This is an optimization exercise on Yosys and OpenROAD, whose aim is small area, a short achievable clock period and few clock cycles per item, not a production implementation.
In this exercise RTL edits were held to simulation tests only and were not proved equivalent to the original.
Power figures rest on the tool's default switching activity, not on a simulated workload.

`constraint.sdc`:
```
create_clock -name core_clock -period 7.0 [get_ports {clk}]
set_input_delay 1.4000 -clock core_clock [delete_from_list [all_inputs] [get_ports {clk}]]
set_output_delay 1.4000 -clock core_clock [all_outputs]
set_load 0.01 [all_outputs]
```
`design.v`:
```
module execute_divide(input wire              clk,
                      input wire              reset,
                      input wire              enable,
                      input wire 	      unsigned_div,
                      output wire             done,
                      input wire [32-1:0] in_a,
                      input wire [32-1:0] in_b,
                      output reg [32-1:0] out,
                      output reg              ov
                      );
   reg                                         st_idle;
   reg                                         st_neg;
   reg                                         st_prep;
   reg                                         st_iter;
   reg                                         st_zero;
   reg                                         st_done;
   reg [32:0]                                  R;      
   reg [31:0]                                  D;      
   reg [4:0]                                   lza;    
   reg [4:0]                                   lzb;    
   reg                                         b_neg;  
   reg                                         sub;    
   reg                                         negate;  
   reg                                         inv_q;   
   function [4:0] lzc(input [31:0] x);
      reg [31:0] y;
      reg [3:0]  q;
      reg [7:0]  nz;
      reg [15:0] l;
      reg        found;
      integer    g;
      begin
         y = x | 32'h1;
         for (g = 0; g < 8; g = g + 1) begin
            q = y[4*g +: 4];
            nz[g] = |q;
            l[2*g +: 2] = q[3] ? 2'd0 : q[2] ? 2'd1 : q[1] ? 2'd2 : 2'd3;
         end
         lzc = 5'd31;
         found = 0;
         for (g = 7; g >= 0; g = g - 1)
           if (!found && nz[g]) begin
              lzc = {3'd7 - g[2:0], l[2*g +: 2]};
              found = 1;
           end
      end
   endfunction
   function [32:0] add33(input [32:0] x, input [32:0] y, input c);
      reg [33:0] g, p, gn, pn, p0;
      integer    i, lvl, d;
      begin
         g = {x & y, c};
         p0 = {x ^ y, 1'b0};
         p = p0;
         for (lvl = 0; lvl < 6; lvl = lvl + 1) begin
            d = 1 << lvl;
            gn = g; pn = p;
            for (i = 0; i < 34; i = i + 1)
              if (i >= d) begin
                 gn[i] = g[i] | (p[i] & g[i-d]);
                 pn[i] = p[i] & p[i-d];
              end
            g = gn; p = pn;
         end
         add33 = p0[33:1] ^ g[32:0];
      end
   endfunction
   wire        a_neg = !unsigned_div && in_a[31];
   wire        b_negi = !unsigned_div && in_b[31];
   wire        b_zero = (in_b == 32'h0);
   wire        s_ovf = !unsigned_div && (in_a == 32'h80000000) &&
               (in_b == 32'hffffffff);
   wire [31:0] t_a = in_a ^ {!unsigned_div && in_a[31], in_a[31:1]};
   wire [31:0] t_b = in_b ^ {!unsigned_div && in_b[31], in_b[31:1]};
   wire [4:0]  lz_a = lzc(t_a);
   wire [4:0]  lz_b = lzc(t_b);
   reg  [31:0] a_clear;    
   integer     k;
   always @(*) begin
      a_clear[31] = !t_a[31];
      for (k = 30; k >= 0; k = k - 1)
        a_clear[k] = a_clear[k+1] && !t_a[k];
   end
   wire        a_short = |(t_b & a_clear) && !a_neg;
   wire [4:0]  lza_in = b_zero ? {3'b0, !unsigned_div && in_a[31],
                                  !unsigned_div && !in_a[31]} : lz_a;
   wire [32:0] dsub = {b_neg && !st_neg, D};
   wire [32:0] sum = add33(R, sub ? ~dsub : dsub, sub || st_neg);
   wire        ge = !sum[32];
   wire [4:0]  sg = lzb & ~lza;
   wire [4:0]  sp = lzb ^ ~lza;
   wire [4:0]  sc = {sg[3] | (sp[3] & sg[2]) | (sp[3] & sp[2] & sg[1]) |
                     (sp[3] & sp[2] & sp[1] & sg[0]) | (sp[3] & sp[2] & sp[1] & sp[0]),
                     sg[2] | (sp[2] & sg[1]) | (sp[2] & sp[1] & sg[0]) | (sp[2] & sp[1] & sp[0]),
                     sg[1] | (sp[1] & sg[0]) | (sp[1] & sp[0]),
                     sg[0] | sp[0],
                     1'b1};
   wire [4:0]  shamt = sp ^ sc;
   wire        f = 1'b0;
   wire [31:0] sh0 = shamt[0] ? {D[30:0], f} : D;
   wire [31:0] sh1 = shamt[1] ? {sh0[29:0], {2{f}}} : sh0;
   wire [31:0] sh2 = shamt[2] ? {sh1[27:0], {4{f}}} : sh1;
   wire [31:0] sh3 = shamt[3] ? {sh2[23:0], {8{f}}} : sh2;
   wire [31:0] sh4 = shamt[4] ? {sh3[15:0], {16{f}}} : sh3;
   always @(posedge clk) begin
      st_idle 	<= reset || !enable;
      st_neg 	<= !reset && enable && st_idle && !a_short && a_neg;
      st_prep 	<= !reset && enable && ((st_idle && !a_short && !a_neg) || st_neg);
      st_iter 	<= !reset && enable && ((st_prep && ge) || (st_iter && lza != 0));
      st_zero 	<= !reset && enable && st_prep && !ge && inv_q;
      st_done 	<= !reset && enable && ((st_idle && a_short) || (st_prep && !ge && !inv_q) || st_zero ||
                                        (st_iter && lza == 0) || st_done);
   end
   always @(posedge clk) begin
      lza 	<= st_idle ? lza_in : st_prep ? shamt : lza - 1;
      lzb 	<= lz_b;
      D 	<= st_idle ? (a_neg ? 32'h0 : in_b) :
                   st_neg ? in_b :
                   st_prep ? sh4 :
                   {b_neg, D[31:1]};
      if (st_idle) begin
         R 	<= {1'b0, a_neg ? ~in_a : in_a};
         sub 	<= !a_neg && !b_negi;
      end else if (!st_prep || negate) begin
         R 	<= sum;
         sub 	<= sum[32] ^ !b_neg;
      end
      out 	<= (st_idle || st_zero) ? 32'h0 :
                   st_prep ? {32{inv_q}} :
                   {out[30:0], ge ^ inv_q};
      if (st_idle) begin
         b_neg 	<= b_negi;
         negate <= a_neg ^ b_negi;
         inv_q 	<= (a_neg ^ b_negi) || s_ovf;
         ov 	<= b_zero || s_ovf;
      end
   end
   assign done = st_done;
endmodule  
```
`config.mk`:
```
export PLATFORM = sky130hd
export DESIGN_NAME = execute_divide
export DESIGN_NICKNAME = execute_divide
export VERILOG_FILES = /design/flow/design.v
export SDC_FILE = /design/flow/constraint.sdc
export NUM_CORES = 4
export LEC_CHECK = 0
export CAP_MARGIN = 20
export CORE_MARGIN = 2
export CORE_UTILIZATION = 40
export SETUP_SLACK_MARGIN = 3.5
export SLEW_MARGIN = 20
```
`run.sh`:
```
#!/bin/bash
# synth_recipe.tcl (not shown) runs the flow's synth.tcl, then flattens the netlist and writes it again
# the make line also repeats each setting of config.mk as NAME=value (left out here)
make -C /OpenROAD-flow-scripts/flow DESIGN_CONFIG=/design/flow/config.mk WORK_HOME=/design/flow/orfs CLKGATE_MAP_FILE= SYNTH_SCRIPT=/design/flow/synth_recipe.tcl finish
```
==> results.ini, run 1 <==
[finish]
final_cell_mix=138 x nor2_1, 101 x inv_1, 96 x nand2_1, 93 x o21ai_0, 78 x ha_1
multi_input_area_mm2=0.007614
register_area_mm2=0.002755
instances_no_fill=1725
syn_to_final_growth_pct=23.84
layout-drive-gt1-share_pct=13.31
final_common_cell=nor2_1
n_fill_cell=2454
final_nets=1534
n_antenna_cell=0

[power_and_ir_drop]
ir_drop_v=0.0001823
power.density_mw_per_mm2=357.4
p_leak_nw=5.571

[synthesis]
yosys_warnings=1
yosysUniqueCellTypes=73
synth_cells=1286
synth-seq-cells=118
ys_seq_area_share_pct=26.25
syn_nets=1443
synth_edf_count=39
synth_ff_type=dfxtp_1
synthArstFlopShare_pct=0
avgSynthCellArea_um2=8.155
syn_area_mm2=0.01049

[run_status]
status=finished clean

[timing]
maxClockFrequency_mhz=284.5
fin_setup_tns_ps=0
holdWs_ps=457.8
worstMarginPinSlew_ps=837.3
post-route-min-period_ps=3515
setup_ws_ps=3485
finalCritPeriodShare_pct=50.22
rsz0062_at_grt=yes
finalSetupViolCount=0
slew_headroom_pct=44.18
hold_viol_final=0
worst_clock_skew_ps=9.301
drv_slew=0

[floorplanning]
die_height_um=165.9
rows=59
initial_core_util_pct=40.48
die_area_mm2=0.02753
ios=102
chipWidth_um=165.9
coreArea_mm2=0.02591

[setup_path]
path_class=reg -> reg
critPathLaunchType=flip-flop
required_ps=7150
cp.arrival_ps=3660
cp_max_fo=16
endpoint_kind=flip-flop

[drt]
first_iter_violations=785
drc_errors=0
num_vias=9754
postRouteAntennaNets=0
routed_wl_um=34390
routedWlPerCell_um=19.94
drt_pre_antenna_iters=5
via_per_inst=5.654

[global_route]
grt_pass1_vias=9280
track_usage_pct=24.45
grt_pass1_wl_um=52900
grt_overflow=0
antenna_found_initial=0
grt_max_degree=81

[clock_network]
cts.reportedPaths.clkPinSlew_ps=70
postCtsHoldBufs=0
ctsHtreeMaxLevel=4
ctsLongestPathBuffers=2
clock_sinks=118
cts_buffers=17
root_buffer=clkbuf_16
clk_latency_ps=430
cts_tree=built

[job]
cap_violations=0

[place]
dp_slack_ps=2594
dp_hpwl_um=25760
gp_congestion=0.9273
dpl.cell_count=1673
placement.io_buffers=101

[min_path]
hold_path.class=reg -> reg

==> repair_timing <==
item / CTS / global route
endpoints found under the setup margin: 54 / 39
cloned: 1 / 0
resized for setup: 83 / 83
pin swaps: 8 / 12
setup buffers: 8 / 11
==> power breakdown <==
group | switching (mW) | total, mW | internal, mW
clock | 0.410 | 0.885 | 0.475
sequential | 0.0810 | 0.924 | 0.843
combinational | 1.66 | 2.83 | 1.18
==> path summary, 6_finish.rpt <==
kind | startpoint | end | slack [ps] | cells after the start
hold / removal | out[30] | out[31] | 460 | 2
setup / recovery | sub | R[20] | 3480 | 11
hold reg to reg | out[30] | out[31] | 460 | 2
setup reg to reg | sub | R[20] | 3480 | 11
==> critical path, stage by stage, from the launching register on <==
cell and delay (ps):
edfxtp_1 360, buf_4 180, buf_8 170, xor2_1 170, ha_1 390, a211o_1 360, a211o_1 350, nor3_2 350
o21bai_1 180, a2111oi_2 470, o21a_1 190, a211oi_1 40
==> flip-flops by register name, indices dropped and copies added, names as in the netlist <==
| register | flops |
|---|---|
| ov | 1 |
| D | 32 |
| st_prep | 1 |
| st_idle | 1 |
| out | 32 |
| inv_q | 1 |
| b_neg | 1 |
| st_neg | 1 |
| R | 33 |
| negate | 1 |
| st_zero | 1 |
| lza | 5 |
| st_iter | 1 |
| lzb | 5 |
| st_done | 1 |
| sub | 1 |
==> cells in the mapped netlist, types with 14 or more instances <==
master	instances	share of area (%)
nor2_1	139	5.0
inv_1	104	3.7
nand2_1	99	3.5
o21ai_0	96	4.6
ha_1	88	10
dfxtp_1	79	15
mux2i_1	69	6.6
xor2_1	63	5.3
a21oi_1	62	3.0
xnor2_1	53	4.4
clkbuf_1	40	1.4
edfxtp_1	39	11
nor3_1	26	1.2
mux2_2	20	2.1
o21a_1	19	1.4
a211oi_1	17	1.2
nand3_1	16	0.76
nand4_1	16	0.95
a31oi_1	14	0.84
==> per-layer routing <==
layer  wire length [um]  global-route usage (%)
met1              15590                   33.57
met2              15860                   39.55
met3               2282                   4.314
met4                664                   6.843
met5                  0                       0
==> layout make-up <==
cell class / instances / area share [%]
clock buffer: 17 / 3.276
sequential: 118 / 21.21
clock inverter: 15 / 1.137
multi-input combinational: 1003 / 58.62
timing repair buffer: 133 / 9.518
tap: 335 / 3.227
inverter: 104 / 3.006
==> metrics by stage <==
step / total power, mW / util (%) / instance area (um2)
detailed placement: 3.450 / 45.62 / 11820
finish: 4.641 / 50.12 / 12990
floorplan: 2.862 / - / 10530
global route: 4.952 / 50.12 / 12990
global placement: 3.438 / 45.62 / 11820
CTS: 4.460 / 49.08 / 12720
==> kinds of logic after synthesis <==
family	Yosys count	share of synthesized area (%)
xor gates and xnor gates	118	10.06
buffers and inverters	166	6.216
AOI/OAI and AO/OA	321	19.97
adders and majority gates	89	10.69
DFF	118	26.25
and+or+nand+nor	380	17.01
muxes	94	9.807
Testbench counts, summed over its fixed seeds: cycles 32,040, items 3,200.
==> run 2: changes to the inputs <==
--- a/config.mk
+++ b/config.mk
@@ -9,3 +9,4 @@
 export CORE_MARGIN = 2
-export CORE_UTILIZATION = 40
+export CORE_UTILIZATION = 65
+export PLACE_DENSITY = 0.85
 export SETUP_SLACK_MARGIN = 3.5
==> run 2 against run 1 <==
Still clean. Non-clock buffer count shrank 1. First-iteration DRC count grew 98%. Flip-flop and latch count did not move. Largest cell class unchanged.
==> results.ini, run 2 <==
[synthesis]
yosysUniqueCellTypes=73  ; unchanged
synth_ff_type=dfxtp_1  ; unchanged
yosys.area.top_type_share_pct=15.08  ; unchanged
syn_area_mm2=0.01049  ; unchanged
ys_seq_area_share_pct=26.25  ; unchanged
yosys_warnings=1  ; unchanged
syn_nets=1443  ; unchanged
synth_largest_area_cell=dfxtp_1  ; unchanged
synth_cells=1286  ; unchanged
yosysMostFrequentCell=nor2_1  ; unchanged
synthTopCellsByCount=139 x nor2_1, 104 x inv_1, 99 x nand2_1  ; unchanged
yosys-top-cells-area=dfxtp_1 15%, edfxtp_1 11%, ha_1 10%, mux2i_1 6.6%, xor2_1 5.3%  ; unchanged
synthArstFlopShare_pct=0  ; unchanged
avgSynthCellArea_um2=8.155  ; unchanged
synth_edf_count=39  ; unchanged
synth-seq-cells=118  ; unchanged

[setup_path]
cp_max_fo=8  ; was 16
required_ps=7370  ; was 7150 ps
rrSetupSlack_ps=3330  ; was 3480 ps
endpoint_kind=flip-flop  ; unchanged
reg2reg_depth=13  ; was 11
critPathLaunchType=flip-flop  ; unchanged
cp.arrival_ps=4050  ; was 3660 ps
path_class=reg -> reg  ; unchanged
r2r_end=R[32]  ; was R[20]
timing.rr.start=sub  ; unchanged

[clock_network]
postCtsHoldBufs=0  ; unchanged
ctsHtreeMaxLevel=4  ; unchanged
cts_tree=built  ; unchanged
clock_sinks=118  ; unchanged
root_buffer=clkbuf_16  ; unchanged
cts_buffers=17  ; unchanged
ctsLongestPathBuffers=2  ; unchanged
clk_latency_ps=440  ; was 430 ps
cts.reportedPaths.clkPinSlew_ps=70  ; about the same

[floorplanning]
die_area_mm2=0.01717  ; was 0.02753 mm2
rows=46  ; was 59
die_height_um=131.0  ; was 165.9 um
initial_core_util_pct=66.26  ; was 40.48%
ios=102  ; unchanged
coreArea_mm2=0.01583  ; was 0.02591 mm2
chipWidth_um=131.0  ; was 165.9 um

[global_route]
grt_max_degree=75  ; was 81
antenna_found_initial=0  ; unchanged
track_usage_pct=38.63  ; was 24.45%
grt_pass1_vias=9672  ; was 9,280
grt_overflow=0  ; unchanged
grt_pass1_wl_um=50580  ; was 52,900 um

[drt]
first_iter_violations=1554  ; was 785
via_per_inst=6.709  ; was 5.654
num_vias=10770  ; was 9,754
drc_errors=0  ; unchanged
routed_wl_um=36030  ; was 34,390 um
drt_pre_antenna_iters=7  ; was 5
routedWlPerCell_um=22.45  ; was 19.94 um
postRouteAntennaNets=0  ; unchanged

[timing]
worst_clock_skew_ps=11.45  ; was 9.301 ps
rsz0062_at_grt=yes  ; unchanged
slew_headroom_pct=44.84  ; was 44.18%
maxClockFrequency_mhz=272.2  ; was 284.5 MHz
post-route-min-period_ps=3674  ; was 3515 ps
finalSetupViolCount=0  ; unchanged
hold_viol_final=0  ; unchanged
drv_slew=0  ; unchanged
setup_ws_ps=3326  ; was 3485 ps
worstMarginPinSlew_ps=821.5  ; was 837.3 ps
finalCritPeriodShare_pct=52.49  ; was 50.22%
holdWs_ps=461.4  ; was 457.8 ps
fin_setup_tns_ps=0  ; unchanged

[power_and_ir_drop]
p_leak_nw=5.483  ; was 5.571 nW
power.density_mw_per_mm2=372.7  ; was 357.4 mW/mm2
seqPwrFrac_pct=19.6  ; was 19.9%
combPwrFrac_pct=61.9  ; was 61.0%
p_clk_share_pct=18.5  ; was 19.1%
swShare_pct=47.36  ; was 46.25%
power.net_switching_mw=2.273  ; was 2.147 mW
p_int_mw=2.527  ; was 2.495 mW
ir_drop_v=0.0002529  ; was 0.0001823 V

[job]
cap_violations=0  ; unchanged

[min_path]
hold_path.class=reg -> reg  ; unchanged
hold_depth=2  ; unchanged
holdPathEnd=out[19]  ; was out[31]
hold_start=out[18]  ; was out[30]

[place]
placement.io_buffers=101  ; unchanged
placedInstanceArea_mm2=0.01166  ; was 0.01182 mm2
dp_slack_ps=2669  ; was 2594 ps
gp_congestion=0.9789  ; was 0.9273
dp_hpwl_um=24020  ; was 25,760 um

[run_status]
status=finished clean  ; unchanged

[finish]
final_cell_mix=138 x nor2_1, 101 x inv_1, 96 x nand2_1, 93 x o21ai_0, 77 x dfxtp_1  ; was 138 x nor2_1, 101 x inv_1, 96 x nand2_1, 93 x o21ai_0, 78 x ha_1
reg_top3=R: 33 flops, D: 32 flops, out: 32 flops  ; unchanged
n_fill_cell=985  ; was 2,454
final_nets=1533  ; was 1,534
syn_to_final_growth_pct=22.82  ; was 23.84%
layout-drive-gt1-share_pct=13.89  ; was 13.31%
fin_area_mm2=0.01288  ; was 0.01299 mm2
n_antenna_cell=0  ; unchanged
top_register=R  ; unchanged
largest_reg_flops=33  ; unchanged
fin_util_pct=81.38  ; was 50.12%
final_common_cell=nor2_1  ; unchanged

run 2: final cells by class:
cell class	count	area, um2	area share (%)
Clock buffer	17	425.4	3.303
Multi-Input combinational cell	1003	7696	59.75
Timing Repair Buffer	132	1191	9.247
Inverter	104	390.4	3.031
Tap cell	216	270.3	2.098
Clock inverter	15	152.6	1.185
Sequential cell	118	2755	21.39
run 2: stage by stage:
| step | std cells | total power [mW] |
|---|---|---|
| after floorplan | 1286 | 2.862 |
| after global placement | 1553 | 3.363 |
| after detailed placement | 1553 | 3.428 |
| after CTS | 1592 | 4.384 |
| after global routing | 1605 | 5.027 |
| final | 1605 | 4.801 |
run 2: power groups by stage:
| stage | clock network [mW] | registers, mW | logic (mW) |
|---|---|---|---|
| floorplan | 0 | 0.907 | 1.96 |
| global placement | 0 | 0.945 | 2.42 |
| detailed placement | 0 | 0.949 | 2.48 |
| CTS | 0.877 | 0.926 | 2.58 |
| global route | 0.910 | 0.948 | 3.17 |
| finish | 0.887 | 0.940 | 2.97 |
run 2: worst max-delay path by stage:
stage | start | to | slack, ps | cells after the start
2_1_floorplan | sub | R[20] | 3520 | 12
3_3_place_gp | in_a[22] | lza[2] | 2740 | 9
3_5_place_dp | in_a[22] | lza[2] | 2670 | 9
4_1_cts | sub | R[29] | 3360 | 11
5_1_grt | sub | st_done | 3370 | 13
6_report | sub | R[32] | 3330 | 13
run 2: worst max-delay path, cell delays in order, from the launching register on:
cell,delay [ps]
edfxtp_1,540
buf_6,210
buf_4,250
xor2_1,390
ha_4,240
and4_4,230
nand4_1,150
a211oi_2,320
o31ai_4,150
a211oi_2,220
buf_4,180
a21oi_4,70
or4_1,530
nand3_1,100
run 2: timing repair:
item                       4_1_cts  5_1_grt
setup buffers                    7       12
cloned                           0        1
setup endpoints to repair       53       36
resized for setup               58      108
pin swaps                        9       27
run 2: metal layers:
metal | vias to the layer above | track usage [%] | routed length [um]
met5 | - | 0 | 0
met4 | 0 | 20.71 | 2186
met2 | 813 | 63.06 | 16620
li1 | 4764 | - | -
met3 | 202 | 7.980 | 4302
met1 | 4989 | 48.03 | 12920
run 2: logic make-up after synthesis:
| family | count (synthesis) | share of synthesized area, % |
|---|---|---|
| AOI/OAI and AO/OA | 321 | 19.97 |
| xor gates and xnor gates | 118 | 10.06 |
| adders and majority gates | 89 | 10.69 |
| buffers and inverters | 166 | 6.216 |
| DFF | 118 | 26.25 |
| muxes | 94 | 9.807 |
| and+or+nand+nor | 380 | 17.01 |
==> run 3: changes to the inputs <==
--- a/config.mk
+++ b/config.mk
@@ -9,5 +9,6 @@
 export CORE_MARGIN = 2
-export CORE_UTILIZATION = 65
-export PLACE_DENSITY = 0.85
+export CORE_UTILIZATION = 55
+export PLACE_DENSITY = 0.75
 export SETUP_SLACK_MARGIN = 3.5
 export SLEW_MARGIN = 20
+export TNS_END_PERCENT = 10
==> run 3 against run 2 <==
Still clean on timing, DRC and antenna. Via count fell by 6.6%. Wire length is 9.9% lower. Total power is 5.1% lower. Sequential power fell by 2%. Synthesized area stayed put. Largest cell class unchanged.
==> results.ini, run 3 <==
[place]
placement.io_buffers=101  ; unchanged
dp_hpwl_um=23780  ; was 24,020 um
placedInstanceArea_mm2=0.01169  ; was 0.01166 mm2
gp_congestion=0.9969  ; was 0.9789

[drt]
routedWlPerCell_um=19.89  ; was 22.45 um
via_per_inst=6.159  ; was 6.709
routed-wl-met2_um=14290  ; was 16,620 um
drc_errors=0  ; unchanged
wl_met1_um=13660  ; was 12,920 um
routed.top_layer=met4  ; unchanged
postRouteAntennaNets=0  ; unchanged
wl_met3_um=2663  ; was 4302 um
first_iter_violations=908  ; was 1,554
drt_pre_antenna_iters=5  ; was 7
num_vias=10050  ; was 10.77k
routed_wl_um=32450  ; was 36,030 um

[setup_path]
cp_num_cells=10  ; was 13
critPathLaunchType=flip-flop  ; unchanged
rrSetupSlack_ps=3420  ; was 3330 ps
crit_chain=inv_1 > ha_1 > buf_6 > o21a_1 > o21a_1 > or2_2 > o31ai_1 > mux2i_1 > o211a_1 > o21ai_0  ; was buf_6 > buf_4 > xor2_1 > ha_4 > and4_4 > nand4_1 > a211oi_2 > o31ai_4 > a211oi_2 > buf_4 > a21oi_4 > or4_1 > nand3_1
cp.arrival_ps=3940  ; was 4050 ps
timing.rr.start=lza[0]  ; was sub
cp_max_fo=37  ; was 8
critPathSlowestCell=o31ai_1  ; was edfxtp_1
path_class=reg -> reg  ; unchanged
required_ps=7360  ; was 7370 ps
critPathMostFrequentCell=o21a_1
cp-startpoint=lza[0]  ; was sub
crit_end=D[29]  ; was R[32]
cpLargestDelayFamily=compound AO/OA/AOI/OAI gates  ; was simple AND/OR/NAND/NOR gates
endpoint_kind=flip-flop  ; unchanged
cp.buffers_inverters=2  ; was 3
r2r_end=D[29]  ; was R[32]
reg2reg_depth=10  ; was 13
slowest_delay_ps=690  ; was 540 ps

[synthesis]
avgSynthCellArea_um2=8.155  ; unchanged
yosysMostFrequentCell=nor2_1  ; unchanged
synth_top_family_by_area=compound AO/OA/AOI/OAI gates  ; unchanged
yosys.area.top_type_share_pct=15.08  ; unchanged
ys_seq_area_share_pct=26.25  ; unchanged
yosysUniqueCellTypes=73  ; unchanged
syn_area_mm2=0.01049  ; unchanged
synth_largest_area_cell=dfxtp_1  ; unchanged
synth_fa_ha_area_share_pct=10.69  ; unchanged
syn_nets=1443  ; unchanged
synth_ff_type=dfxtp_1  ; unchanged
synth-seq-cells=118  ; unchanged
synth_xor_area_share_pct=10.06  ; unchanged
yosys_warnings=1  ; unchanged
muxShareOfSynthArea_pct=9.807  ; unchanged
yosys-top-cells-area=dfxtp_1 15%, edfxtp_1 11%, ha_1 10%, mux2i_1 6.6%, xor2_1 5.3%  ; unchanged
synth_edf_count=39  ; unchanged
post_synth_and_or_nand_nor_area_fraction_pct=17.01  ; unchanged
synthTopCellsByCount=139 x nor2_1, 104 x inv_1, 99 x nand2_1  ; unchanged
synth_cells=1286  ; unchanged
synthArstFlopShare_pct=0  ; unchanged
synth_compound_area_share_pct=19.97  ; unchanged

[timing]
finalSetupViolCount=0  ; unchanged
post-route-min-period_ps=3579  ; was 3674 ps
worst_clock_skew_ps=11.43  ; was 11.45 ps
hold_viol_final=0  ; unchanged
rsz0062_at_grt=yes  ; unchanged
slew_headroom_pct=45.66  ; was 44.84%
drv_slew=0  ; unchanged
fin_setup_tns_ps=0  ; unchanged
finalCritPeriodShare_pct=51.13  ; was 52.49%
maxClockFrequency_mhz=279.4  ; was 272.2 MHz
worstMarginPinSlew_ps=809.3  ; was 821.5 ps

[clock_network]
clk_latency_ps=430  ; was 440 ps
ctsHtreeMaxLevel=4  ; unchanged
cts_tree=built  ; unchanged
cts.reportedPaths.clkPinSlew_ps=70  ; about the same
ctsLongestPathBuffers=2  ; unchanged
clock_sinks=118  ; unchanged
root_buffer=clkbuf_16  ; unchanged
cts_buffers=17  ; unchanged

[finish]
largest_reg_flops=33  ; unchanged
layout-drive-gt1-share_pct=12.68  ; was 13.89%
fin_util_pct=68.30  ; was 81.38%
final_cell_mix=138 x nor2_1, 99 x inv_1, 97 x nand2_1, 95 x o21ai_0, 78 x ha_1  ; was 138 x nor2_1, 101 x inv_1, 96 x nand2_1, 93 x o21ai_0, 77 x dfxtp_1
reg_top3=R: 33 flops, D: 32 flops, out: 32 flops  ; unchanged
final_nets=1540  ; was 1,533
fin_area_mm2=0.01278  ; was 0.01288 mm2
n_fill_cell=1529  ; was 985
top_register=R  ; unchanged
syn_to_final_growth_pct=21.82  ; was 22.82%
final_common_cell=nor2_1  ; unchanged

[run_status]
status=finished clean  ; unchanged

[global_route]
grt_overflow=0  ; unchanged
grt_pass1_vias=9431  ; was 9,672
antenna_found_initial=2  ; was 0
track_usage_pct=32.05  ; was 38.63%
grt_max_degree=61  ; was 75
grt_pass1_wl_um=50210  ; was 50,580 um

[floorplanning]
die_area_mm2=0.02019  ; was 0.01717 mm2
coreArea_mm2=0.01871  ; was 0.01583 mm2
die_height_um=142.1  ; was 131.0 um
chipWidth_um=142.1  ; was 131.0 um
ios=102  ; unchanged
initial_core_util_pct=56.07  ; was 66.26%
rows=50  ; was 46

[power_and_ir_drop]
combPwrFrac_pct=60.4  ; was 61.9%
total_power_mw=4.555  ; was 4.801 mW
seqPwrFrac_pct=20.2  ; was 19.6%
p_int_mw=2.448  ; was 2.527 mW
ir_drop_v=0.0002293  ; was 0.0002529 V
power.net_switching_mw=2.107  ; was 2.273 mW
p_leak_nw=5.467  ; was 5.483 nW
swShare_pct=46.25  ; was 47.36%
power.density_mw_per_mm2=356.5  ; was 372.7 mW/mm2
p_clk_share_pct=19.4  ; was 18.5%

[job]
cap_violations=0  ; unchanged

[min_path]
hold_path.class=reg -> reg  ; unchanged

## run 3: how the worst min path moves through the flow
stage | start | end | slack (ps) | cells past startpoint
2_1_floorplan | st_iter | st_iter | 470 | 2
3_3_place_gp | out[8] | out[9] | 440 | 2
3_5_place_dp | out[13] | out[14] | 450 | 2
4_1_cts | out[20] | out[21] | 460 | 2
5_1_grt | out[20] | out[21] | 480 | 2
6_report | out[27] | out[28] | 460 | 2
## run 3: final cells by class
cell class | count | area (um2) | area share (%)
diodes | 2 | 5.005 | 0.03917
inverters | 104 | 392.9 | 3.075
clock buffers | 17 | 425.4 | 3.330
repair buffers | 139 | 1267 | 9.921
multi-input cells | 1003 | 7487 | 58.60
clock inverters | 15 | 150.1 | 1.175
flip-flops and latches | 118 | 2755 | 21.56
well taps | 234 | 292.8 | 2.292
## run 3: repair_timing
action / in CTS / in global routing
setup endpoints to repair: 50 / 44
gates cloned: 0 / 1
hold buffers: 0 / 0
setup buffers: 8 / 18
pin swaps: 5 / 12
resized for setup: 56 / 79
## run 3: worst reg2reg max path, delay by kind of cell (launching register included)
kind,cells,cell delay [ps]
muxes,1,320
buffers and inverters,2,340
AOI/OAI and AO/OA,5,1620
DFF,1,410
adders and majority gates,1,320
and+or+nand+nor,1,500
## run 3: through the flow
step | setup slack, ps | hold WS, ps | std cells
2_1_floorplan | 3499 | 473.3 | 1286
3_3_place_gp | 2718 | 440.2 | 1571
3_5_place_dp | 2659 | 451.7 | 1571
4_1_cts | 3385 | 463.0 | 1611
5_1_grt | 3381 | 475.6 | 1631
6_report | 3421 | 458.9 | 1632
## run 3: logic make-up (layout without fill, tap and decap cells)
group	Yosys count	after routing
AO/OA/AOI/OAI	321	321
XOR/XNOR	118	118
adder cells (fa/ha/maj)	89	89
buffers and inverters	166	275
flip-flops	118	118
multiplexers	94	94
other	0	2
AND/OR/NAND/NOR	380	381
## run 3: power by group through the flow
stage | sequential (mW) | combinational [mW] | clock [mW]
floorplan | 0.907 | 1.96 | 0
global placement | 0.946 | 2.45 | 0
detailed placement | 0.948 | 2.48 | 0
CTS | 0.919 | 2.56 | 0.884
global route | 0.932 | 3.00 | 0.910
finish | 0.920 | 2.75 | 0.883
## run 3: per-layer routing
layer	global-route usage (%)	up-vias
met3	6.763	92
met1	41.52	4658
met2	49.66	510
met5	0	-
met4	18.16	0
li1	-	4792
==> run 4: changes to the inputs <==
--- a/config.mk
+++ b/config.mk
@@ -13,2 +13 @@
 export SLEW_MARGIN = 20
-export TNS_END_PERCENT = 10
==> run 4 against run 3 <==
Core utilization fell by 0.79 points. Global-route usage rose by 0.22 points. Final area fell by 1.2%. Combinational power barely moved. Largest cell class unchanged. Die area did not move. Still clean. Setup slack improved by 85 ps. Final cell count fell by 0.74%. Fmax rose by 2.4%. Flip-flop and latch count did not move. Synthesized area did not move. Highest routed layer unchanged. Largest power group unchanged. Total power fell by 0.35%. Synthesized cell count did not move.
==> results.ini, run 4 <==
[run_status]
status=finished clean  ; unchanged

[setup_path]
endpoint_kind=flip-flop  ; unchanged
cp_num_cells=11  ; was 10
critPathMostFrequentCell=o21a_1  ; unchanged
cp_max_fo=37  ; unchanged
crit_chain=inv_1 > ha_1 > buf_6 > o21a_1 > o21a_1 > o21a_1 > o21ai_1 > nand2_4 > nand2_1 > o21ai_0 > o22ai_1  ; was inv_1 > ha_1 > buf_6 > o21a_1 > o21a_1 > or2_2 > o31ai_1 > mux2i_1 > o211a_1 > o21ai_0
path_class=reg -> reg  ; unchanged
slowest_delay_ps=410  ; was 690 ps
timing.rr.start=lza[0]  ; unchanged
r2r_end=lza[4]  ; was D[29]
rrSetupSlack_ps=3510  ; was 3420 ps
critPathLaunchType=flip-flop  ; unchanged
required_ps=7330  ; was 7360 ps
reg2reg_depth=11  ; was 10
cpLargestDelayFamily=compound AO/OA/AOI/OAI gates  ; unchanged
cp.arrival_ps=3820  ; was 3940 ps
critPathSlowestCell=dfxtp_1  ; was o31ai_1
cp.buffers_inverters=2  ; unchanged

[drt]
postRouteAntennaNets=0  ; unchanged
drt_pre_antenna_iters=7  ; was 5
routed_wl_um=32960  ; was 32,450 um
via_per_inst=6.218  ; was 6.159
drc_errors=0  ; unchanged
first_iter_violations=1097  ; was 908
routedWlPerCell_um=20.34  ; was 19.89 um
num_vias=10070  ; was 10.05k

[timing]
rsz0062_at_grt=yes  ; unchanged
fin_setup_tns_ps=0  ; unchanged
post-route-min-period_ps=3494  ; was 3579 ps
worstMarginPinSlew_ps=816.4  ; was 809.3 ps
hold_viol_final=0  ; unchanged
finalCritPeriodShare_pct=49.91  ; was 51.13%
finalSetupViolCount=0  ; unchanged
maxClockFrequency_mhz=286.2  ; was 279.4 MHz
drv_slew=0  ; unchanged
slew_headroom_pct=45.18  ; was 45.66%
worst_clock_skew_ps=11.91  ; was 11.43 ps
holdWs_ps=462.2  ; was 458.9 ps

[place]
dp_hpwl_um=23870  ; was 23,780 um
placement.io_buffers=101  ; unchanged
dpl.cell_count=1570  ; was 1,571
gp_congestion=0.9952  ; was 0.9969

[floorplanning]
die_area_mm2=0.02019  ; unchanged
rows=50  ; unchanged
coreArea_mm2=0.01871  ; unchanged
die_height_um=142.1  ; unchanged
ios=102  ; unchanged
chipWidth_um=142.1  ; unchanged
initial_core_util_pct=56.07  ; unchanged

[global_route]
antenna_found_initial=0  ; was 2
grt_pass1_wl_um=50240  ; was 50,210 um
grt_overflow=0  ; unchanged
grt_max_degree=74  ; was 61
track_usage_pct=32.27  ; was 32.05%
grt_pass1_vias=9403  ; was 9,431

[synthesis]
synth_largest_area_cell=dfxtp_1  ; unchanged
yosys.area.top_type_share_pct=15.08  ; unchanged
syn_area_mm2=0.01049  ; unchanged
synthArstFlopShare_pct=0  ; unchanged
synthTopCellsByCount=139 x nor2_1, 104 x inv_1, 99 x nand2_1  ; unchanged
synth_cells=1286  ; unchanged
yosysUniqueCellTypes=73  ; unchanged
synth-seq-cells=118  ; unchanged
yosys-top-cells-area=dfxtp_1 15%, edfxtp_1 11%, ha_1 10%, mux2i_1 6.6%, xor2_1 5.3%  ; unchanged
syn_nets=1443  ; unchanged
synth_ff_type=dfxtp_1  ; unchanged
yosys_warnings=1  ; unchanged
synth_edf_count=39  ; unchanged
yosysMostFrequentCell=nor2_1  ; unchanged
avgSynthCellArea_um2=8.155  ; unchanged
ys_seq_area_share_pct=26.25  ; unchanged

[clock_network]
ctsHtreeMaxLevel=4  ; unchanged
cts_buffers=17  ; unchanged
clk_latency_ps=440  ; was 430 ps
ctsLongestPathBuffers=2  ; unchanged
cts_tree=built  ; unchanged
root_buffer=clkbuf_16  ; unchanged
postCtsHoldBufs=0  ; unchanged
cts.reportedPaths.clkPinSlew_ps=60  ; was 70 ps
clock_sinks=118  ; unchanged

[finish]
final_nets=1530  ; was 1,540
reg_top3=R: 33 flops, D: 32 flops, out: 32 flops  ; unchanged
top_register=R  ; unchanged
largest_reg_flops=33  ; unchanged
fin_util_pct=67.51  ; was 68.30%
layout-drive-gt1-share_pct=11.47  ; was 12.68%
instances_no_fill=1620  ; was 1,632
final_common_cell=nor2_1  ; unchanged
final_cell_mix=138 x nor2_1, 103 x inv_1, 97 x nand2_1, 92 x o21ai_0, 81 x ha_1  ; was 138 x nor2_1, 99 x inv_1, 97 x nand2_1, 95 x o21ai_0, 78 x ha_1
n_fill_cell=1586  ; was 1,529
n_antenna_cell=0  ; was 2
syn_to_final_growth_pct=20.41  ; was 21.82%

[power_and_ir_drop]
ir_drop_v=0.0002183  ; was 0.0002293 V
seqPwrFrac_pct=20.4  ; was 20.2%
power.net_switching_mw=2.102  ; was 2.107 mW
p_clk_share_pct=19.4  ; about the same
combPwrFrac_pct=60.2  ; was 60.4%
p_int_mw=2.437  ; was 2.448 mW
p_leak_nw=5.459  ; was 5.467 nW
power.density_mw_per_mm2=359.4  ; was 356.5 mW/mm2
total_power_mw=4.539  ; was 4.555 mW
swShare_pct=46.31  ; was 46.25%

[min_path]
hold_depth=2  ; unchanged
hold_start=out[25]  ; was out[27]
holdPathEnd=out[26]  ; was out[28]
hold_path.class=reg -> reg  ; unchanged

[job]
cap_violations=0  ; unchanged

## run 4: kinds of logic (layout without fill, tap and decap cells)
| group | after synthesis | count (layout) | synth area share (%) |
|---|---|---|---|
| fa+ha+maj | 89 | 89 | 10.69 |
| mux | 94 | 94 | 9.807 |
| flops | 118 | 118 | 26.25 |
| xor+xnor | 118 | 118 | 10.06 |
| compound gates | 321 | 321 | 19.97 |
| simple gates | 380 | 381 | 17.01 |
| buf+inv | 166 | 265 | 6.216 |
## run 4: per-layer routing
layer | GRT usage [%] | share of wire (%) | vias to the layer above
met5 | 0 | 0 | -
met4 | 15.74 | 4.8 | 0
met3 | 4.711 | 9.3 | 92
met2 | 52.10 | 45 | 580
met1 | 42.39 | 41 | 4652
li1 | - | - | 4749
## run 4: worst max path at each step
stage / from / endpoint
2_1_floorplan: sub / R[20]
3_3_place_gp: in_a[22] / lza[2]
3_5_place_dp: in_a[22] / lza[2]
4_1_cts: in_b[16] / st_done
5_1_grt: sub / R[20]
6_report: lza[0] / lza[4]
## run 4: repair_timing
action | 4_1_cts | 5_1_grt
buffers inserted | 5 | 12
gates resized for setup | 54 | 73
pin swaps | 6 | 9
cloned | 0 | 1
setup endpoints to repair | 55 | 43
hold endpoints to repair | 0 | 0
## run 4: per-stage QoR
step	cell area (um2)	setup slack, ps
6_report	12630	3506
5_1_grt	12630	3350
4_1_cts	12400	3502
3_5_place_dp	11680	2600
3_3_place_gp	11680	2743
2_1_floorplan	10530	3523
## run 4: cell type report
class | instances | area [um2] | area share, %
clock buffer | 17 | 425.4 | 3.369
clock inverter | 15 | 150.1 | 1.189
inverter | 104 | 390.4 | 3.091
multi-input combinational | 1003 | 7438 | 58.90
sequential | 118 | 2755 | 21.82
tap | 234 | 292.8 | 2.318
timing repair buffer | 129 | 1176 | 9.313
## run 4: worst min-delay path, cell delays in order (launching register included)
cell     delay [ps]
dfxtp_1         330
nor2_1           40
nor2_1           60
## run 4: power groups by stage
stage	clock network (mW)	logic (mW)	registers, mW
floorplan	0	1.96	0.907
global placement	0	2.42	0.954
detailed placement	0	2.47	0.956
CTS	0.884	2.54	0.925
global route	0.913	2.96	0.937
finish	0.883	2.73	0.926
==> run 5: changes to the inputs <==
--- a/config.mk
+++ b/config.mk
@@ -10,2 +10,3 @@
 export CORE_UTILIZATION = 55
+export CTS_BUF_LIST = sky130_fd_sc_hd__clkbuf_4 sky130_fd_sc_hd__clkbuf_8
 export PLACE_DENSITY = 0.75
==> run 5 against run 4 <==
Clock skew up 6.9 ps. Final area down 1.3%. Setup slack better by 8.9 ps. Wire length down 1.1%. Fmax up 0.26%. Total power down 4.2%. Hold slack worse by 6.3 ps. Global-route usage down 0.50 points. Register-to-register slack about the same. Non-clock buffer count unchanged. Critical endpoint is now R[20]. Highest routed layer unchanged.
==> results.ini, run 5 <==
[power_and_ir_drop]
seqPwrFrac_pct=21.3  ; was 20.4%
power.net_switching_mw=2.092  ; was 2.102 mW
total_power_mw=4.349  ; was 4.539 mW
p_int_mw=2.257  ; was 2.437 mW
power.density_mw_per_mm2=348.9  ; was 359.4 mW/mm2
ir_drop_v=0.0002047  ; was 0.0002183 V
swShare_pct=48.11  ; was 46.31%
combPwrFrac_pct=63.8  ; was 60.2%
p_leak_nw=5.369  ; was 5.459 nW
p_clk_share_pct=14.9  ; was 19.4%

[floorplanning]
chipWidth_um=142.1  ; unchanged
die_height_um=142.1  ; unchanged
die_area_mm2=0.02019  ; unchanged
coreArea_mm2=0.01871  ; unchanged
ios=102  ; unchanged
initial_core_util_pct=56.07  ; unchanged
rows=50  ; unchanged

[timing]
drv_slew=0  ; unchanged
maxClockFrequency_mhz=287.0  ; was 286.2 MHz
finalSetupViolCount=0  ; unchanged
hold_viol_final=0  ; unchanged
worst_clock_skew_ps=18.78  ; was 11.91 ps
post-route-min-period_ps=3485  ; was 3494 ps
worstMarginPinSlew_ps=808.6  ; was 816.4 ps
rsz0062_at_grt=yes  ; unchanged
finalCritPeriodShare_pct=49.78  ; was 49.91%
fin_setup_tns_ps=0  ; unchanged
slew_headroom_pct=45.71  ; was 45.18%

[synthesis]
synthArstFlopShare_pct=0  ; unchanged
yosys-top-cells-area=dfxtp_1 15%, edfxtp_1 11%, ha_1 10%, mux2i_1 6.6%, xor2_1 5.3%  ; unchanged
synth_edf_count=39  ; unchanged
yosysUniqueCellTypes=73  ; unchanged
synthTopCellsByCount=139 x nor2_1, 104 x inv_1, 99 x nand2_1  ; unchanged
synth_largest_area_cell=dfxtp_1  ; unchanged
synth_ff_type=dfxtp_1  ; unchanged
syn_nets=1443  ; unchanged
avgSynthCellArea_um2=8.155  ; unchanged
yosys_warnings=1  ; unchanged
syn_area_mm2=0.01049  ; unchanged
yosys.area.top_type_share_pct=15.08  ; unchanged
yosysMostFrequentCell=nor2_1  ; unchanged
ys_seq_area_share_pct=26.25  ; unchanged
synth_cells=1286  ; unchanged
synth-seq-cells=118  ; unchanged

[drt]
drc_errors=0  ; unchanged
routed_wl_um=32600  ; was 32,960 um
via_per_inst=6.211  ; was 6.218
num_vias=10060  ; was 10.07k
postRouteAntennaNets=0  ; unchanged
routedWlPerCell_um=20.13  ; was 20.34 um
first_iter_violations=873  ; was 1,097
drt_pre_antenna_iters=6  ; was 7

[setup_path]
cp-startpoint=sub  ; was lza[0]
slowest_delay_ps=450  ; was 410 ps
cp.arrival_ps=3780  ; was 3820 ps
cp.buffers_inverters=1  ; was 2
critPathLaunchType=flip-flop  ; unchanged
crit_chain=buf_12 > xor2_1 > ha_1 > a211o_1 > a211o_1 > nor3_2 > o21bai_1 > a2111oi_2 > nor4b_1 > a211oi_1  ; was inv_1 > ha_1 > buf_6 > o21a_1 > o21a_1 > o21a_1 > o21ai_1 > nand2_4 > nand2_1 > o21ai_0 > o22ai_1
required_ps=7290  ; was 7330 ps
critPathSlowestCell=edfxtp_1  ; was dfxtp_1
timing.rr.start=sub  ; was lza[0]
cpLargestDelayFamily=compound AO/OA/AOI/OAI gates  ; unchanged
cp_max_fo=10  ; was 37
endpoint_kind=flip-flop  ; unchanged
path_class=reg -> reg  ; unchanged
critPathMostFrequentCell=a211o_1  ; was o21a_1

[min_path]
hold_path.class=reg -> reg  ; unchanged
hold_start=out[25]  ; unchanged

[global_route]
grt_pass1_vias=9389  ; was 9,403
grt_max_degree=74  ; unchanged
track_usage_pct=31.77  ; was 32.27%
grt_overflow=0  ; unchanged
grt_pass1_wl_um=49820  ; was 50,240 um
antenna_found_initial=0  ; unchanged

[place]
gp_congestion=0.9952  ; unchanged
dp_hpwl_um=23870  ; unchanged
placement.io_buffers=101  ; unchanged

[clock_network]
ctsHtreeMaxLevel=4  ; unchanged
cts.reportedPaths.clkPinSlew_ps=90  ; was 60 ps
clock_sinks=118  ; unchanged
cts_tree=built  ; unchanged
root_buffer=clkbuf_8  ; was clkbuf_16
postCtsHoldBufs=0  ; unchanged
clk_latency_ps=470  ; was 440 ps
cts_buffers=17  ; unchanged
ctsLongestPathBuffers=2  ; unchanged

[finish]
top_register=R  ; unchanged
final_cell_mix=138 x nor2_1, 103 x inv_1, 97 x nand2_1, 92 x o21ai_0, 80 x ha_1  ; was 138 x nor2_1, 103 x inv_1, 97 x nand2_1, 92 x o21ai_0, 81 x ha_1
reg_top3=R: 33 flops, D: 32 flops, out: 32 flops  ; unchanged
fin_util_pct=66.64  ; was 67.51%
final_nets=1530  ; unchanged
register_area_mm2=0.002755  ; unchanged
multi_input_area_mm2=0.007461  ; was 0.007438 mm2
n_antenna_cell=0  ; unchanged
final_common_cell=nor2_1  ; unchanged
layout-drive-gt1-share_pct=11.83  ; was 11.47%
largest_reg_flops=33  ; unchanged
n_fill_cell=1638  ; was 1,586
syn_to_final_growth_pct=18.85  ; was 20.41%

[job]
cap_violations=0  ; unchanged

[run_status]
status=finished clean  ; unchanged

run 5: cell counts after synthesis:
No cell type changed its count.
run 5: cell families (layout without fill, tap and decap cells):
logic type / after synthesis / count (layout) / synth area share [%]
AO/OA/AOI/OAI: 321 / 321 / 19.97
XOR/XNOR: 118 / 118 / 10.06
adder cells (fa/ha/maj): 89 / 89 / 10.69
buffers and inverters: 166 / 265 / 6.216
flip-flops: 118 / 118 / 26.25
multiplexers: 94 / 94 / 9.807
AND/OR/NAND/NOR: 380 / 381 / 17.01
run 5: path summary, 6_finish.rpt:
check	to	depth (start not counted)	slack, ps
max	R[20]	10	3520
min	out[26]	2	460
max reg2reg	R[20]	10	3520
min reg2reg	out[26]	2	460
run 5: what timing repair did:
action                     4_1_cts  5_1_grt
resized for setup               50       76
setup endpoints to repair       55       45
cloned                           1        0
setup buffers                    5       12
pin swaps                        5       11
run 5: worst register-to-register path, stage by stage, from the launching register on:
cell and delay [ps]:
edfxtp_1 450, buf_12 190, xor2_1 250, ha_1 360, a211o_1 360, a211o_1 350
nor3_2 360, o21bai_1 180, a2111oi_2 420, nor4b_1 120, a211oi_1 280
run 5: area by class of cell:
| cell class | count | share of cell area [%] |
|---|---|---|
| Clock inverter | 15 | 1.205 |
| Timing Repair Buffer | 129 | 9.476 |
| Clock buffer | 17 | 1.877 |
| Inverter | 104 | 3.132 |
| Sequential cell | 118 | 22.10 |
| Tap cell | 234 | 2.349 |
| Multi-Input combinational cell | 1003 | 59.86 |
run 5: power groups by stage:
stage                     Clock (mW)  Sequential (mW)  Combinational (mW)
after detailed placement           0            0.956                2.47
after global routing           0.671            0.937                3.01
after global placement             0            0.954                2.42
after floorplan                    0            0.907                1.96
after CTS                      0.645            0.924                2.55
final                          0.648            0.926                2.78
run 5: stage by stage:
stage / setup slack [ps] / std cells / hold WS (ps) / instance area, um2
finish: 3515 / 1620 / 455.9 / 12460
CTS: 3503 / 1608 / 459.4 / 12230
global placement: 2743 / 1570 / 441.4 / 11680
detailed placement: 2600 / 1570 / 448.4 / 11680
global route: 3276 / 1620 / 492.1 / 12460
floorplan: 3523 / 1286 / 473.3 / 10530
run 5: per-layer routing:
metal | vias up | GRT usage (%) | part of all wire, %
met3 | 103 | 5.720 | 8.6
met4 | 0 | 16.74 | 5.2
met2 | 536 | 49.63 | 45
li1 | 4761 | - | -
met1 | 4662 | 41.94 | 42
met5 | - | 0 | 0
==> run 6: changes to the inputs <==
--- a/config.mk
+++ b/config.mk
@@ -10,5 +10,5 @@
 export CORE_UTILIZATION = 55
-export CTS_BUF_LIST = sky130_fd_sc_hd__clkbuf_4 sky130_fd_sc_hd__clkbuf_8
+export CTS_BUF_LIST = sky130_fd_sc_hd__clkbuf_8
 export PLACE_DENSITY = 0.75
-export SETUP_SLACK_MARGIN = 3.5
+export SETUP_SLACK_MARGIN = 3.6
 export SLEW_MARGIN = 20
==> run 6 against run 5 <==
Still clean on timing, DRC and antenna. Synthesized cell count stayed put. Via count fell by 0.79%. Wire length grew 0.58%. Fmax increased by 1.8%. Largest cell class unchanged.
==> results.ini, run 6 <==
[setup_path]
critPathSlowestCell=edfxtp_1  ; unchanged
crit_chain=buf_6 > xor2_1 > ha_1 > a21o_1 > a21oi_2 > o311ai_4 > o31ai_4 > a211oi_4 > a21oi_4 > xnor3_1 > o21ai_1  ; was buf_12 > xor2_1 > ha_1 > a211o_1 > a211o_1 > nor3_2 > o21bai_1 > a2111oi_2 > nor4b_1 > a211oi_1
path_class=reg -> reg  ; unchanged
endpoint_kind=flip-flop  ; unchanged
cpLargestDelayFamily=compound AO/OA/AOI/OAI gates  ; unchanged
rrSetupSlack_ps=3580  ; was 3520 ps
cp_max_fo=13  ; was 10
slowest_delay_ps=440  ; was 450 ps
cp.arrival_ps=3730  ; was 3780 ps
critPathLaunchType=flip-flop  ; unchanged
required_ps=7310  ; was 7290 ps
cp.buffers_inverters=1  ; unchanged

[place]
dp_slack_ps=2705  ; was 2600 ps
placement.io_buffers=101  ; unchanged
dp_hpwl_um=24090  ; was 23,870 um
gp_congestion=0.9785  ; was 0.9952
dpl.cell_count=1572  ; was 1,570

[clock_network]
root_buffer=clkbuf_8  ; unchanged
clock_sinks=118  ; unchanged
cts_tree=built  ; unchanged
ctsHtreeMaxLevel=4  ; unchanged
clk_latency_ps=460  ; was 470 ps
cts_buffers=17  ; unchanged
cts.reportedPaths.clkPinSlew_ps=90  ; about the same
ctsLongestPathBuffers=2  ; unchanged

[timing]
slew_headroom_pct=42.27  ; was 45.71%
holdWs_ps=467.7  ; was 455.9 ps
drv_slew=0  ; unchanged
finalCritPeriodShare_pct=48.90  ; was 49.78%
maxClockFrequency_mhz=292.2  ; was 287.0 MHz
hold_viol_final=0  ; unchanged
worst_clock_skew_ps=17.06  ; was 18.78 ps
post-route-min-period_ps=3423  ; was 3485 ps
worstMarginPinSlew_ps=866.0  ; was 808.6 ps
fin_setup_tns_ps=0  ; unchanged
finalSetupViolCount=0  ; unchanged
rsz0062_at_grt=yes  ; unchanged
setup_ws_ps=3577  ; was 3515 ps

[drt]
via_per_inst=6.147  ; was 6.211
wl_met1_um=13930  ; was 13,620 um
routed.top_layer=met4  ; unchanged
postRouteAntennaNets=0  ; unchanged
wl_met3_um=2786  ; was 2789 um
routed-wl-met2_um=14330  ; was 14,510 um
routed_wl_um=32790  ; was 32,600 um
drt_pre_antenna_iters=6  ; unchanged
routedWlPerCell_um=20.19  ; was 20.13 um
drc_errors=0  ; unchanged
num_vias=9983  ; was 10.06k
first_iter_violations=844  ; was 873

[floorplanning]
coreArea_mm2=0.01871  ; unchanged
initial_core_util_pct=56.07  ; unchanged
die_area_mm2=0.02019  ; unchanged
rows=50  ; unchanged
ios=102  ; unchanged
die_height_um=142.1  ; unchanged
chipWidth_um=142.1  ; unchanged

[synthesis]
synth_edf_count=39  ; unchanged
syn_area_mm2=0.01049  ; unchanged
yosys_warnings=1  ; unchanged
synthTopCellsByCount=139 x nor2_1, 104 x inv_1, 99 x nand2_1  ; unchanged
yosys.area.top_type_share_pct=15.08  ; unchanged
synth_largest_area_cell=dfxtp_1  ; unchanged
ys_seq_area_share_pct=26.25  ; unchanged
avgSynthCellArea_um2=8.155  ; unchanged
yosys-top-cells-area=dfxtp_1 15%, edfxtp_1 11%, ha_1 10%, mux2i_1 6.6%, xor2_1 5.3%  ; unchanged
synth_ff_type=dfxtp_1  ; unchanged
syn_nets=1443  ; unchanged
yosysMostFrequentCell=nor2_1  ; unchanged
yosysUniqueCellTypes=73  ; unchanged
synthArstFlopShare_pct=0  ; unchanged
synth_cells=1286  ; unchanged
synth-seq-cells=118  ; unchanged

[power_and_ir_drop]
ir_drop_v=0.0002516  ; was 0.0002047 V
total_power_mw=4.466  ; was 4.349 mW
power.density_mw_per_mm2=348.0  ; was 348.9 mW/mm2
p_leak_nw=5.439  ; was 5.369 nW

[finish]
top_register=R  ; unchanged
reg_top3=R: 33 flops, D: 32 flops, out: 32 flops  ; unchanged
syn_to_final_growth_pct=22.37  ; was 18.85%
layout-drive-gt1-share_pct=15.25  ; was 11.83%
n_antenna_cell=0  ; unchanged
instances_no_fill=1624  ; was 1,620
final_common_cell=nor2_1  ; unchanged
final_nets=1534  ; was 1,530
n_fill_cell=1561  ; was 1,638
final_cell_mix=137 x nor2_1, 96 x inv_1, 96 x nand2_1, 93 x o21ai_0, 77 x dfxtp_1  ; was 138 x nor2_1, 103 x inv_1, 97 x nand2_1, 92 x o21ai_0, 80 x ha_1
largest_reg_flops=33  ; unchanged

[global_route]
grt_max_degree=61  ; was 74
grt_pass1_wl_um=50270  ; was 49,820 um
track_usage_pct=32.08  ; was 31.77%
grt_pass1_vias=9272  ; was 9,389
antenna_found_initial=0  ; unchanged
grt_overflow=0  ; unchanged

[job]
cap_violations=0  ; unchanged

[run_status]
status=finished clean  ; unchanged

[min_path]
hold_path.class=reg -> reg  ; unchanged

## run 6: per-stage QoR
step	util (%)	area (um2)
after global placement	62.49	11690
after global routing	68.61	12830
after detailed placement	62.57	11700
after CTS	66.34	12410
after floorplan	-	10530
final	68.61	12830
## run 6: worst min-delay path, delay by kind of cell, from the launching register on
kind / cells / cell delay, ps
DFF: 1 / 330
and+or+nand+nor: 2 / 110
## run 6: cell families after synthesis
kind of cell	synth area share (%)
buffers and inverters	6.216
XOR/XNOR	10.06
multiplexers	9.807
AO/OA/AOI/OAI	19.97
AND/OR/NAND/NOR	17.01
flip-flops	26.25
adder cells (fa/ha/maj)	10.69
## run 6: area by class of cell
type                    instances  area, um2  share of cell area, %
clock buffers                  17      234.0                  1.823
multi-input cells            1003       7764                  60.50
flip-flops and latches        118       2755                  21.47
repair buffers                133       1242                  9.681
well taps                     234      292.8                  2.281
clock inverters                15      150.1                  1.170
inverters                     104      395.4                  3.081
## run 6: repair_timing
item                                    CTS  global route
resized for setup                        93           127
hold buffers                              0             0
cloned                                    1             0
pin swaps                                 6            20
hold endpoints to repair                  0             0
endpoints found under the setup margin   48            56
buffers inserted                          3            16
## run 6: routing by layer
metal	up-vias	track usage [%]
met3	82	6.427
met4	0	16.11
met1	4641	43.22
met2	499	49.00
li1	4761	-
met5	-	0
## run 6: final timing paths
| kind | start | end | cells past startpoint |
|---|---|---|---|
| setup / recovery | sub | sub | 11 |
| hold / removal | out[30] | out[31] | 2 |
| setup reg to reg | sub | sub | 11 |
| hold reg to reg | out[30] | out[31] | 2 |
## run 6: report_power, final
group	switching, mW	total, mW	leakage [nW]	internal, mW
clock network	0.360	0.626	0.195	0.267
registers	0.0792	0.921	1.07	0.842
logic	1.72	2.92	4.17	1.20
==> run 7: changes to the inputs <==
--- a/config.mk
+++ b/config.mk
@@ -12,3 +12,3 @@
 export PLACE_DENSITY = 0.75
-export SETUP_SLACK_MARGIN = 3.6
+export SETUP_SLACK_MARGIN = 3.5
 export SLEW_MARGIN = 20
==> run 7 against run 6 <==
Critical path type unchanged. Flip-flop and latch count stayed put. First-iteration DRC count is 3.4% higher. Highest routed layer unchanged. Total power is 2.6% lower. Sequential power is 0.5% higher. Via count is 0.79% higher. Fmax is 1.8% lower. Final area is 2.9% lower. Register-to-register slack worse by 60 ps. Global-route usage is 0.31 points lower. Setup slack worse by 62 ps. Synthesized cell count stayed put. Wire length is 0.58% lower.
==> results.ini, run 7 <==
[setup_path]
cp_max_fo=10  ; was 13
critPathSlowestCell=edfxtp_1  ; unchanged
critPathLaunchType=flip-flop  ; unchanged
required_ps=7290  ; was 7310 ps
slowest_delay_ps=450  ; was 440 ps
endpoint_kind=flip-flop  ; unchanged
path_class=reg -> reg  ; unchanged
cpLargestDelayFamily=compound AO/OA/AOI/OAI gates  ; unchanged
cp.arrival_ps=3780  ; was 3730 ps
cp.buffers_inverters=1  ; unchanged
crit_chain=buf_12 > xor2_1 > ha_1 > a211o_1 > a211o_1 > nor3_2 > o21bai_1 > a2111oi_2 > nor4b_1 > a211oi_1  ; was buf_6 > xor2_1 > ha_1 > a21o_1 > a21oi_2 > o311ai_4 > o31ai_4 > a211oi_4 > a21oi_4 > xnor3_1 > o21ai_1
critPathMostFrequentCell=a211o_1

[place]
placedInstanceArea_mm2=0.01168  ; was 0.01170 mm2
dp_hpwl_um=23870  ; was 24,090 um
dp_slack_ps=2600  ; was 2705 ps
gp_congestion=0.9952  ; was 0.9785
dpl.cell_count=1570  ; was 1,572
placement.io_buffers=101  ; unchanged

[floorplanning]
coreArea_mm2=0.01871  ; unchanged
initial_core_util_pct=56.07  ; unchanged
die_area_mm2=0.02019  ; unchanged
chipWidth_um=142.1  ; unchanged
die_height_um=142.1  ; unchanged
rows=50  ; unchanged
ios=102  ; unchanged

[timing]
worstMarginPinSlew_ps=808.6  ; was 866.0 ps
hold_viol_final=0  ; unchanged
fin_setup_tns_ps=0  ; unchanged
drv_slew=0  ; unchanged
setup_ws_ps=3515  ; was 3577 ps
post-route-min-period_ps=3485  ; was 3423 ps
worst_clock_skew_ps=18.78  ; was 17.06 ps
holdWs_ps=455.9  ; was 467.7 ps
rsz0062_at_grt=yes  ; unchanged
slew_headroom_pct=45.71  ; was 42.27%
finalCritPeriodShare_pct=49.78  ; was 48.90%
maxClockFrequency_mhz=287.0  ; was 292.2 MHz
finalSetupViolCount=0  ; unchanged

[finish]
syn_to_final_growth_pct=18.85  ; was 22.37%
final_cell_mix=138 x nor2_1, 103 x inv_1, 97 x nand2_1, 92 x o21ai_0, 80 x ha_1  ; was 137 x nor2_1, 96 x inv_1, 96 x nand2_1, 93 x o21ai_0, 77 x dfxtp_1
layout-drive-gt1-share_pct=11.83  ; was 15.25%
fin_util_pct=66.64  ; was 68.61%
n_fill_cell=1638  ; was 1,561
top_register=R  ; unchanged
largest_reg_flops=33  ; unchanged
final_common_cell=nor2_1  ; unchanged
n_antenna_cell=0  ; unchanged
fin_area_mm2=0.01246  ; was 0.01283 mm2
reg_top3=R: 33 flops, D: 32 flops, out: 32 flops  ; unchanged
instances_no_fill=1620  ; was 1,624
final_nets=1530  ; was 1,534

[synthesis]
synth_largest_area_cell=dfxtp_1  ; unchanged
syn_nets=1443  ; unchanged
yosysMostFrequentCell=nor2_1  ; unchanged
syn_area_mm2=0.01049  ; unchanged
yosys_warnings=1  ; unchanged
synth-seq-cells=118  ; unchanged
yosysUniqueCellTypes=73  ; unchanged
yosys-top-cells-area=dfxtp_1 15%, edfxtp_1 11%, ha_1 10%, mux2i_1 6.6%, xor2_1 5.3%  ; unchanged
yosys.area.top_type_share_pct=15.08  ; unchanged
avgSynthCellArea_um2=8.155  ; unchanged
synthTopCellsByCount=139 x nor2_1, 104 x inv_1, 99 x nand2_1  ; unchanged
synth_edf_count=39  ; unchanged
synth_cells=1286  ; unchanged
ys_seq_area_share_pct=26.25  ; unchanged
synth_ff_type=dfxtp_1  ; unchanged
synthArstFlopShare_pct=0  ; unchanged

[drt]
drc_errors=0  ; unchanged
num_vias=10060  ; was 9,983
postRouteAntennaNets=0  ; unchanged
routed_wl_um=32600  ; was 32,790 um
routedWlPerCell_um=20.13  ; was 20.19 um
drt_pre_antenna_iters=6  ; unchanged
via_per_inst=6.211  ; was 6.147
first_iter_violations=873  ; was 844

[power_and_ir_drop]
p_leak_nw=5.369  ; was 5.439 nW
swShare_pct=48.11  ; was 48.27%
total_power_mw=4.349  ; was 4.466 mW
p_clk_share_pct=14.9  ; was 14.0%
power.density_mw_per_mm2=348.9  ; was 348.0 mW/mm2
ir_drop_v=0.0002047  ; was 0.0002516 V
p_int_mw=2.257  ; was 2.310 mW
power.net_switching_mw=2.092  ; was 2.156 mW
seqPwrFrac_pct=21.3  ; was 20.6%
combPwrFrac_pct=63.8  ; was 65.3%

[clock_network]
ctsLongestPathBuffers=2  ; unchanged
cts.reportedPaths.clkPinSlew_ps=90  ; about the same
postCtsHoldBufs=0  ; unchanged
clk_latency_ps=470  ; was 460 ps
ctsHtreeMaxLevel=4  ; unchanged
clock_sinks=118  ; unchanged
root_buffer=clkbuf_8  ; unchanged
cts_tree=built  ; unchanged
cts_buffers=17  ; unchanged

[global_route]
track_usage_pct=31.77  ; was 32.08%
grt_max_degree=74  ; was 61
grt_pass1_vias=9389  ; was 9,272
grt_pass1_wl_um=49820  ; was 50,270 um
antenna_found_initial=0  ; unchanged
grt_overflow=0  ; unchanged

[job]
cap_violations=0  ; unchanged

[run_status]
status=finished clean  ; unchanged

[min_path]
hold_path.class=reg -> reg  ; unchanged

-- run 7: cells by family (layout without fill, tap and decap cells) --
logic type	Yosys count	after routing	synth area share, %
AND/OR/NAND/NOR	380	381	17.01
buffers and inverters	166	265	6.216
AO/OA/AOI/OAI	321	321	19.97
multiplexers	94	94	9.807
flip-flops	118	118	26.25
XOR/XNOR	118	118	10.06
adder cells (fa/ha/maj)	89	89	10.69
-- run 7: power groups by stage --
stage                     combinational (mW)  clock (mW)  sequential, mW
after floorplan                         1.96           0           0.907
after global placement                  2.42           0           0.954
after detailed placement                2.47           0           0.956
after CTS                               2.55       0.645           0.924
after global routing                    3.01       0.671           0.937
final                                   2.78       0.648           0.926
-- run 7: worst paths after layout --
kind	start	end	slack, ps	cells after the start
worst max register to register	sub	R[20]	3520	10
worst max-delay path	sub	R[20]	3520	10
worst min-delay path	out[25]	out[26]	460	2
worst min register to register	out[25]	out[26]	460	2
-- run 7: area by class of cell --
type / instances / area (um2) / share of cell area (%)
Timing Repair Buffer: 129 / 1181 / 9.476
Sequential cell: 118 / 2755 / 22.10
Clock buffer: 17 / 234.0 / 1.877
Inverter: 104 / 390.4 / 3.132
Tap cell: 234 / 292.8 / 2.349
Multi-Input combinational cell: 1003 / 7461 / 59.86
Clock inverter: 15 / 150.1 / 1.205
-- run 7: timing repair --
| item | CTS | global route |
|---|---|---|
| setup endpoints to repair | 55 | 45 |
| buffers inserted | 5 | 12 |
| gates cloned | 1 | 0 |
| hold endpoints to repair | 0 | 0 |
| pin swaps | 5 | 11 |
| resized for setup | 50 | 76 |
-- run 7: layer usage --
layer | vias up | track usage (%) | routed length, um
met3 | 103 | 5.720 | 2789
met1 | 4662 | 41.94 | 13620
met2 | 536 | 49.63 | 14510
li1 | 4761 | - | -
met5 | - | 0 | 0
met4 | 0 | 16.74 | 1682
-- run 7: worst reg2reg max path, cell delays in order, from the launching register on --
cell	delay, ps
edfxtp_1	450
buf_12	190
xor2_1	250
ha_1	360
a211o_1	360
a211o_1	350
nor3_2	360
o21bai_1	180
a2111oi_2	420
nor4b_1	120
a211oi_1	280

static timing again, ports no longer ideal:
The flow's constraints put no driver on any port. The routed layouts listed below were extracted and timed again, unchanged, in two steps. Step 1, drivers: a clkbuf_16 drives clk and a buf_2 each remaining input, both assumed. Step 2 times the ports against the registers' clock, not the clock port: input delays grow and output delays shrink by t, the midpoint of the rising clock arrivals with the driver on. Slacks: ideal / step 1 / step 2; pairs: ideal / step 1.
run | t, ns | setup slack, ns | cell pins on the clock port's net
run 1 | 0.478 | 3.485 / 3.485 / 3.120 | 1
run 2 | 0.481 | 3.326 / 3.326 / 2.952 | 1
run 3 | 0.479 | 3.421 / 3.421 / 3.026 | 1
run 4 | 0.482 | 3.506 / 3.506 / 3.060 | 1
run 5 | 0.506 | 3.515 / 3.515 / 3.068 | 1
run 6 | 0.492 | 3.577 / 3.577 / 3.152 | 1
run 7 | 0.506 | 3.515 / 3.515 / 3.068 | 1
After both steps every run listed still meets setup and hold.
